Background: an optimization exercise with open tools, aiming at small area. Do not read the settings as production practice.
Only simulation tests tie the RTL to the original design; equivalence was not proved.
Power and IR drop assume default switching activity.

rev 12:
==> flow/design.v <==
`timescale 1ns/1ps
module fifo_aoi222 (
	input logic a0, b0, a1, b1, a2, b2,
	output logic y
);
	assign y = ~((a0 & b0) | (a1 & b1) | (a2 & b2));
endmodule
module fifo_oai22 (
	input logic a0, b0, a1, b1,
	output logic y
);
	assign y = ~((a0 | b0) & (a1 | b1));
endmodule
module fifo_nor4 (
	input logic a, b, c, d,
	output logic y
);
	assign y = ~(a | b | c | d);
endmodule
module fifo_nand4 (
	input logic a, b, c, d,
	output logic y
);
	assign y = ~(a & b & c & d);
endmodule
module fifo_nand2 (
	input logic a, b,
	output logic y
);
	assign y = ~(a & b);
endmodule
module fifo_inv (
	input logic a,
	output logic y
);
	assign y = ~a;
endmodule
module fifo_oa22 (
	input logic a0, b0, a1, b1,
	output logic y
);
	assign y = (a0 | b0) & (a1 | b1);
endmodule
`timescale 1ns/1ps
module easy_fifo_sync #
(
    parameter int DWIDTH = 32,
    parameter int DEPTH = 64,
    parameter int INPUT_REG = 0,
    parameter int OUTPUT_REG = 0
)
(
    input logic rst,
    input logic clk,
    input logic [DWIDTH-1:0] wr_data,
    input logic wr_en,
    output logic wr_full,
    input logic rd_en,
    output logic [DWIDTH-1:0] rd_data,
    output logic rd_empty,
	output logic [$clog2(DEPTH):0] fifo_cnt
);
	localparam int CW = $clog2(DEPTH) + 1;  
	localparam int NBUF = 3;                
	localparam int RING = DEPTH - NBUF;     
	localparam int AW = $clog2(RING);       
	localparam int SEG = 4;                 
	localparam int NSEG = (RING + SEG - 1) / SEG;  
	localparam int LAST = RING - 1;         
	logic [DWIDTH-1:0] ring [RING-1:0];
	logic [DWIDTH-1:0] buf_w [NBUF-1:0];
	logic [AW-1:0] hp;                      
	logic [AW-1:0] tp;                      
	logic [1:0] bc;                         
	logic wr_prev, rd_prev;                 
	logic [CW-1:0] held;
	logic ring_empty, ring_full, from_buf, at_tap;
	logic wr_acc, rd_acc, rd_ring, rd_wait;
	logic [AW-1:0] ins_pos;
	logic can_ins, ins, take, store;
	logic [AW-1:0] hp_inc, ins_pos_inc;     
	logic store_n;
	logic [NBUF-1:0] buf_sel;               
	logic [NSEG-1:0] ins_seg;               
	logic [NSEG-1:0] ins_seg_n;
	logic [NSEG-1:0] tap_sel;               
	logic [DWIDTH-1:0] src, src_n;          
	logic [DWIDTH-1:0] ring_d [NSEG-1:0];   
	assign held = fifo_cnt + CW'(wr_prev) - CW'(rd_prev);
	assign wr_full = held[CW-1];            
	assign wr_acc = wr_en & ~wr_full;
	assign ring_empty = held == CW'(bc);
	assign ring_full = held == CW'(RING) + CW'(bc);
	assign from_buf = bc != '0;
	assign at_tap = (hp[1:0] == 2'b11) | (hp == AW'(LAST));
	always_comb
		for (int k = 0; k < NSEG; k++)
			tap_sel[k] = ~ring_empty && hp == ((k == 0) ? AW'(LAST) : AW'(k * SEG - 1));
	assign rd_empty = ring_empty ? ~(from_buf | wr_en) : ~at_tap;
	assign rd_acc = rd_en & ~rd_empty;
	assign rd_ring = rd_acc & ~ring_empty;
	assign rd_wait = rd_acc & ring_empty;
	assign ins_pos = ring_empty ? AW'(LAST) : tp;
	assign hp_inc = (hp == AW'(LAST)) ? '0 : hp + 1'b1;
	assign ins_pos_inc = (ins_pos == AW'(LAST)) ? '0 : ins_pos + 1'b1;
	assign can_ins = (ins_pos[1:0] == 2'b00) & (~ring_full | rd_ring);
	assign ins = (from_buf | wr_acc) & can_ins & ~rd_wait;
	assign take = ins | rd_wait;
	always_comb
		for (int k = 0; k < NSEG; k++)
			ins_seg[k] = ins && ins_pos[AW-1:2] == (AW-2)'(k);
	assign ins_seg_n = ~ins_seg;
	assign store = wr_acc & ~(take & ~from_buf);
	assign store_n = ~store;
	always_comb
		for (int i = 0; i < NBUF; i++)
			buf_sel[i] = bc == 2'(i + 1);
	always_ff @(posedge clk) begin
		if (rst) begin
			hp <= '0;
			tp <= '0;
			bc <= '0;
			fifo_cnt <= '0;
			wr_prev <= 1'b0;
			rd_prev <= 1'b0;
		end
		else begin
			hp <= ring_empty ? AW'(LAST) : (rd_ring ? hp : hp_inc);
			tp <= ins ? ins_pos : ins_pos_inc;
			bc <= bc + 2'(store) - 2'(take & from_buf);
			fifo_cnt <= held;
			wr_prev <= wr_acc;
			rd_prev <= rd_acc;
		end
	end
	always_ff @(posedge clk) begin
		for (int p = 0; p < RING; p++)
			if (p % SEG == 0)
				ring[p] <= ring_d[p / SEG];
			else
				ring[p] <= ring[p-1];
	end
	for (genvar b = 0; b < DWIDTH; b++) begin : g_bit
		for (genvar i = 0; i < NBUF; i++) begin : g_buf
			logic d;
			fifo_oa22 u_buf (.a0(store), .b0(buf_w[i][b]), .a1(store_n),
				.b1((i == 0) ? wr_data[b] : buf_w[(i == 0) ? 0 : i - 1][b]), .y(d));
			always_ff @(posedge clk)
				buf_w[i][b] <= d;
		end
		logic src_buf_n, src_in_n;
		fifo_aoi222 u_src0 (.a0(buf_sel[0]), .b0(buf_w[0][b]), .a1(buf_sel[1]), .b1(buf_w[1][b]),
			.a2(buf_sel[2]), .b2(buf_w[2][b]), .y(src_buf_n));
		fifo_nand2 u_src1 (.a(~from_buf), .b(wr_data[b]), .y(src_in_n));
		fifo_nand2 u_src (.a(src_buf_n), .b(src_in_n), .y(src[b]));
		fifo_inv u_srcn (.a(src[b]), .y(src_n[b]));
		for (genvar k = 0; k < NSEG; k++) begin : g_ins
			fifo_oai22 u_ins (.a0(ins_seg[k]), .b0(ring[(k * SEG + RING - 1) % RING][b]),
				.a1(ins_seg_n[k]), .b1((k % 2 == 1) ? src[b] : src_n[b]), .y(ring_d[k][b]));
		end
		logic ev0, ev1, ev2, od0, od1, od2, od3, od_n;
		fifo_aoi222 u_ev0 (.a0(tap_sel[1]), .b0(ring[3][b]), .a1(tap_sel[3]), .b1(ring[11][b]),
			.a2(tap_sel[5]), .b2(ring[19][b]), .y(ev0));
		fifo_aoi222 u_ev1 (.a0(tap_sel[7]), .b0(ring[27][b]), .a1(tap_sel[9]), .b1(ring[35][b]),
			.a2(tap_sel[11]), .b2(ring[43][b]), .y(ev1));
		fifo_aoi222 u_ev2 (.a0(tap_sel[13]), .b0(ring[51][b]), .a1(tap_sel[15]), .b1(ring[59][b]),
			.a2(ring_empty), .b2(src[b]), .y(ev2));
		fifo_oai22 u_od0 (.a0(~tap_sel[0]), .b0(ring[60][b]), .a1(~tap_sel[2]), .b1(ring[7][b]), .y(od0));
		fifo_oai22 u_od1 (.a0(~tap_sel[4]), .b0(ring[15][b]), .a1(~tap_sel[6]), .b1(ring[23][b]), .y(od1));
		fifo_oai22 u_od2 (.a0(~tap_sel[8]), .b0(ring[31][b]), .a1(~tap_sel[10]), .b1(ring[39][b]), .y(od2));
		fifo_oai22 u_od3 (.a0(~tap_sel[12]), .b0(ring[47][b]), .a1(~tap_sel[14]), .b1(ring[55][b]), .y(od3));
		fifo_nor4 u_od (.a(od0), .b(od1), .c(od2), .d(od3), .y(od_n));
		fifo_nand4 u_rd (.a(od_n), .b(ev0), .c(ev1), .d(ev2), .y(rd_data[b]));
	end
endmodule
export LEC_CHECK = 0
export CAP_MARGIN = 20
export CORE_MARGIN = 2
export CORE_UTILIZATION = 55
export PLACE_DENSITY = 0.7
export SLEW_MARGIN = 20
export SYNTH_HIERARCHICAL = 1
export SYNTH_MINIMUM_KEEP_SIZE = 0
create_clock -name core_clock -period 6.0 [get_ports {clk}]
standard.sh (not shown) runs the stock make flow with config.mk's settings and CLKGATE_MAP_FILE= SYNTH_SCRIPT=/design/flow/synth_recipe.tcl, a recipe that flattens the netlist after the stock synthesis.
==> flow/flow/run.sh <==
#!/bin/bash
# Standard layout (the standard.sh) with three changes:
#  - after floorplan every combinational cell is set to its smallest drive
#    strength (flow/downsize.tcl); the resizer upsizes only where needed;
#  - ports are buffered with buf_1 instead of the default buffer cell;
#  - the clock tree uses fewer, larger sink clusters driven by clkbuf_16 and no
#    dummy loads.
set -o pipefail
export POST_FLOORPLAN_TCL="$PWD/flow/downsize.tcl"
export BUFFER_PORTS_ARGS="-buffer_cell sky130_fd_sc_hd__buf_1"
export CTS_ARGS="-sink_clustering_enable -repair_clock_nets -dont_use_dummy_load -sink_clustering_size 30 -sink_clustering_max_diameter 60 -sink_clustering_buffer sky130_fd_sc_hd__clkbuf_16 -buf_list sky130_fd_sc_hd__clkbuf_16"
bash standard.sh finish > standard.log 2>&1
==> flow/flow/downsize.tcl <==
# Swap every combinational cell to the smallest drive strength of its kind;
# the resizer later upsizes only where slew, capacitance or timing needs it.
set n_swapped 0
foreach inst [get_cells *] {
  set master [get_property $inst ref_name]
  if {![regexp {^(sky130_fd_sc_hd__[a-z0-9]+)_([0-9]+)$} $master -> base size]} { continue }
  if {[regexp {df|dl|edf|sdf|clk|tap|fill|decap|conb|diode} $base]} { continue }
  foreach s {0 1} {
    if {$s >= $size} { break }
    set cand [get_lib_cells -quiet */${base}_$s]
    if {[llength $cand] > 0 && [lsearch $::env(DONT_USE_CELLS) ${base}_$s] < 0} {
      replace_cell $inst [get_full_name [lindex $cand 0]]
      incr n_swapped
      break
    }
  }
}
puts "downsize: swapped $n_swapped cells"
Changes in rev 13 relative to rev 12:
diff --git a/flow/design.v b/flow/design.v
--- a/flow/design.v
+++ b/flow/design.v
@@ -70,8 +70,9 @@
 	logic [DWIDTH-1:0] ring [RING-1:0];
 	logic [DWIDTH-1:0] buf_w [NBUF-1:0];
 	logic [AW-1:0] hp;                      
 	logic [AW-1:0] tp;                      
+	logic [AW-1:0] n;                       
 	logic [1:0] bc;                         
 	logic wr_prev, rd_prev;                 
 	logic [CW-1:0] held;
 	logic ring_empty, ring_full, from_buf, at_tap;
@@ -88,10 +89,10 @@
 	logic [DWIDTH-1:0] ring_d [NSEG-1:0];   
 	assign held = fifo_cnt + CW'(wr_prev) - CW'(rd_prev);
 	assign wr_full = held[CW-1];            
 	assign wr_acc = wr_en & ~wr_full;
-	assign ring_empty = held == CW'(bc);
-	assign ring_full = held == CW'(RING) + CW'(bc);
+	assign ring_empty = n == '0;
+	assign ring_full = n == AW'(RING);
 	assign from_buf = bc != '0;
 	assign at_tap = (hp[1:0] == 2'b11) | (hp == AW'(LAST));
 	always_comb
 		for (int k = 0; k < NSEG; k++)
@@ -116,16 +117,18 @@
 		for (int i = 0; i < NBUF; i++)
 			buf_sel[i] = bc == 2'(i + 1);
 	always_ff @(posedge clk) begin
 		if (rst) begin
+			n <= '0;
 			hp <= '0;
 			tp <= '0;
 			bc <= '0;
 			fifo_cnt <= '0;
 			wr_prev <= 1'b0;
 			rd_prev <= 1'b0;
 		end
 		else begin
+			n <= n + AW'(ins) - AW'(rd_ring);
 			hp <= ring_empty ? AW'(LAST) : (rd_ring ? hp : hp_inc);
 			tp <= ins ? ins_pos : ins_pos_inc;
 			bc <= bc + 2'(store) - 2'(take & from_buf);
 			fifo_cnt <= held;
Findings:
Rev 13: full flow OK, the timing, DRC and antenna checks passed
Cmp rev 13 vs rev 12: fraction of power consumed by combinational cells lower in rev 13
Lower area growth from synthesis to final layout among rev 12 and rev 13: rev 13
Looking at worst setup path endpoint, the rd_data[31] result is from rev 12; the rd_data[8] one comes from rev 13.
After detailed routing, rev 12 needs more wire than rev 13.
Diff rev 12 -> rev 13 | share of the cycle needed by the critical path after routing | decrease of 7.4 points
As far as sequential cell count is concerned, rev 12 and rev 13 perform about the same.
Looking at worst setup margin, rev 13 sits 0.44 ns higher than rev 12 does.

-- afterwards: timing with drivers on the ports --
No port has a modelled driver above. Below, the same layouts with a new extraction and two added sets of constraints. Step 1: set_driving_cell puts a clkbuf_16 on clk and a buf_2 on each other input, an assumption about the parent block. Step 2, shift: input delay + t, output delay - t, t = (earliest + latest rising clock arrival at the registers) / 2. This alone moves slack from input paths to output paths. Slacks: no drivers / after step 1 / after step 2; pairs: no drivers / after step 1.
| run | t, ns | setup WS [ns] | worst setup path at the end |
|---|---|---|---|
| rev 12 | 0.744 | 0.136 / 0.060 / 0.629 | register to register |
| rev 13 | 0.746 | 0.579 / 0.506 / 1.056 | input to register |
After both steps every run listed still meets setup and hold.
